What follows belongs to an exercise in optimizing a design on an open flow for small area; a production flow would make more cautious choices.
At most, simulation tests tie the RTL to the original design; equivalence was not proved. The clock port is modelled as an ideal driver; clocking choices that lean on that would not hold on a real chip.

Setup of run A:
Design build, start of the top module:
module build(rst, clk, sin, sout);
  parameter bitsize = 8, length = 256;
  input rst, clk;
  input [bitsize-1:0] sin;
  output [bitsize-1:0] sout;
  wire [7:0] x1, x2, x3, y1, y3, z1, z2, z3;
  wire [8:0] ax, ay;
  reg [8:0] axr, ayr;
  line_buff lb(.clk(clk), .rst(rst), .sin(sin), .x1(x1), .x2(x2), .x3(x3),
               .y1(y1), .y3(y3), .z1(z1), .z2(z2), .z3(z3));
  kernel k(.x1(x1), .x2(x2), .x3(x3), .y1(y1), .y3(y3), .z1(z1), .z2(z2),
           .z3(z3), .ax(ax), .ay(ay));
  always @(posedge clk) begin
    axr <= ax;
    ayr <= ay;
  end
  cordic_mag c(.clk(clk), .ax(axr), .ay(ayr), .mag(sout));
endmodule
Size: ~6100 cells after synthesis, about 4600 flip-flops, about 18 I/O pins.
==> flow/config.mk <==
export PLATFORM = sky130hd
export DESIGN_NAME = build
export DESIGN_NICKNAME = build
export VERILOG_FILES = /design/flow/design.v
export SDC_FILE = /design/flow/constraint.sdc
export NUM_CORES = 4
export LEC_CHECK = 0
export CAP_MARGIN = 20
export CORE_MARGIN = 2
export CORE_UTILIZATION = 65
export CTS_CLUSTER_DIAMETER = 150
export CTS_CLUSTER_SIZE = 30
export PLACE_DENSITY = 0.75
export SLEW_MARGIN = 20
==> flow/constraint.sdc <==
create_clock -name core_clock -period 12.0 [get_ports {clk}]
set_input_delay 2.4000 -clock core_clock [delete_from_list [all_inputs] [get_ports {clk}]]
set_output_delay 2.4000 -clock core_clock [all_outputs]
set_load 0.01 [all_outputs]
run.sh (not shown) runs the stock make flow with config.mk's settings and CLKGATE_MAP_FILE= SYNTH_SCRIPT=/design/flow/synth_recipe.tcl, a recipe that flattens the netlist after the stock synthesis.
Input changes introduced in run B (baseline for comparison: run A):
# run A
export LEC_CHECK = 0
export CAP_MARGIN = 20
export CORE_MARGIN = 2
export CORE_UTILIZATION = 65
export CTS_CLUSTER_DIAMETER = 150
export CTS_CLUSTER_SIZE = 30
export PLACE_DENSITY = 0.75
export SLEW_MARGIN = 20
create_clock -name core_clock -period 12.0 [get_ports {clk}]
# run B
export LEC_CHECK = 0
export CAP_MARGIN = 20
export CORE_MARGIN = 2
export CORE_UTILIZATION = 45
export CTS_CLUSTER_DIAMETER = 150
export CTS_CLUSTER_SIZE = 30
export PLACE_DENSITY = 0.6
export SLEW_MARGIN = 20
create_clock -name core_clock -period 12.0 [get_ports {clk}]
### Flow results
Run B against run A: wire length of the first global-routing pass lost 5.6%.
For first-iteration DRC count, dividing the value from run A by the value from run B gives 1.12.
Layer with the highest usage after global routing: met1 -> run B, met2 -> run A
The via count of the first global-routing pass reported for run B is smaller than that of run A by 1668.
The final reports for run B and run A show mean number of vias per cell lower in the former.
On non-clock buffer area fraction after layout, run A and run B are neck and neck.
Here is what was changed in the inputs of run C compared with run B.
# run B
export LEC_CHECK = 0
export CAP_MARGIN = 20
export CORE_MARGIN = 2
export CORE_UTILIZATION = 45
export CTS_CLUSTER_DIAMETER = 150
export CTS_CLUSTER_SIZE = 30
export PLACE_DENSITY = 0.6
export SLEW_MARGIN = 20
create_clock -name core_clock -period 12.0 [get_ports {clk}]
# run C
export LEC_CHECK = 0
export CAP_MARGIN = 20
export CORE_MARGIN = 2
export CORE_UTILIZATION = 45
export CTS_CLUSTER_DIAMETER = 100
export CTS_CLUSTER_SIZE = 35
export PLACE_DENSITY = 0.6
export SLEW_MARGIN = 20
create_clock -name core_clock -period 12.0 [get_ports {clk}]
Notes after the runs:
Comparing run B against run C, there is no change at all in number of nets still failing antenna checks after routing.
Compared with run B, in run C final worst-path cycle share now sits lower, synthesized area per cell neither gained nor lost much.
From run C to run B, die height did not move at all.
On met2 track utilization from global routing, run C and run B are neck and neck.
| cell area | run B vs run C | ≈ equal |
For multiplexer area fraction after synthesis, run B and run C come out practically identical.
Reported for run C and run B, worst setup slack after placement turned out identical to the last digit.
Final routed wirelength across all metal layers ends up higher on run B.
Against run B, run C reports a count of clock buffers in the final design that is lower.
No run of this note included a check of the RTL's function; only the layout flow was run.

build, a different RTL version from the one above (not shown whole).
For scale: ~6100 cells after synthesis, about 0.11 mm2 of cells after synthesis.
// build
module build(rst, clk, sin, sout);
  parameter bitsize = 8, length = 256;
  input rst, clk;
  input [bitsize-1:0] sin;
  output [bitsize-1:0] sout;
  wire [7:0] x1, x2, x3, y1, y3, z1, z2, z3;
  wire [8:0] ax, ay;
  reg [8:0] axr, ayr;
  line_buff lb(.clk(clk), .rst(rst), .sin(sin), .x1(x1), .x2(x2), .x3(x3),
               .y1(y1), .y3(y3), .z1(z1), .z2(z2), .z3(z3));
  kernel k(.x1(x1), .x2(x2), .x3(x3), .y1(y1), .y3(y3), .z1(z1), .z2(z2),
           .z3(z3), .ax(ax), .ay(ay));
  always @(posedge clk) begin
    axr <= ax;
    ayr <= ay;
  end
  cordic_mag c(.clk(clk), .ax(axr), .ay(ayr), .mag(sout));
endmodule
export LEC_CHECK = 0
export CAP_MARGIN = 20
export CORE_MARGIN = 2
export CORE_UTILIZATION = 45
export CTS_CLUSTER_DIAMETER = 80
export CTS_CLUSTER_SIZE = 35
export PLACE_DENSITY = 0.6
export SLEW_MARGIN = 20
create_clock -name core_clock -period 12.0 [get_ports {clk}]
standard.sh (not shown) runs the stock make flow with config.mk's settings and CLKGATE_MAP_FILE= SYNTH_SCRIPT=/design/flow/synth_recipe.tcl, a recipe that flattens the netlist after the stock synthesis.
==> flow/flow/run.sh <==
#!/bin/bash
# Standard layout, with clock tree synthesis run without dummy loads and the
# ports buffered with the smallest buffer.
set -e
export CTS_ARGS="-sink_clustering_enable -repair_clock_nets -sink_clustering_size 35 -sink_clustering_max_diameter 80 -dont_use_dummy_load"
export BUFFER_PORTS_ARGS="-buffer_cell sky130_fd_sc_hd__buf_1"
bash standard.sh > standard.log 2>&1
Next try:
==> flow/flow/run.sh (replaced) <==
#!/bin/bash
# Standard layout, with clock tree synthesis run without dummy loads and the
# ports buffered with the smallest buffer.
set -e
export CTS_ARGS="-sink_clustering_enable -repair_clock_nets -sink_clustering_size 37 -sink_clustering_max_diameter 90 -dont_use_dummy_load"
export BUFFER_PORTS_ARGS="-buffer_cell sky130_fd_sc_hd__buf_1"
bash standard.sh > standard.log 2>&1
- CTS_CLUSTER_DIAMETER: 80 -> 90
- CTS_CLUSTER_SIZE: 35 -> 37
After rerunning: Design area barely changes. Maximum frequency is about the same. Routed wire length goes down by 0.67%. Worst setup slack degrades by 0.0073 ns. Sequential cell count stays the same. Clock-buffer cell count is lower by 11. Synthesized area stays the same.

static timing again, ports no longer ideal:
The results above use ideal ports. As a check the final layouts listed here were re-extracted and re-timed, cells and wires unchanged. Step 1 sets driving cells, clkbuf_16 on the clock port and buf_2 on the other inputs (assumed; they add their load-dependent delay and slew). Step 2 also shifts input and output timing later by t, the mid clock arrival at the registers, as if the neighbouring blocks saw the same clock. Three values: ideal, step 1, step 2; two values: the first two.
| run | shift t [ns] | slack for setup (ns) | worst data-port slew with drivers (ns) |
|---|---|---|---|
| run A | 0.904 | 2.711 / 2.711 / 2.711 | 0.05 |
| run B | 0.922 | 2.717 / 2.717 / 2.717 | 0.03 |
| run C | 0.905 | 2.769 / 2.769 / 2.769 | 0.03 |
| the first run of note 2 | 0.853 | 0.600 / 0.600 / 0.600 | 0.03 |
| the second run of note 2 | 0.846 | 0.592 / 0.592 / 0.592 | 0.03 |
After both steps setup and hold are still met in every run listed.
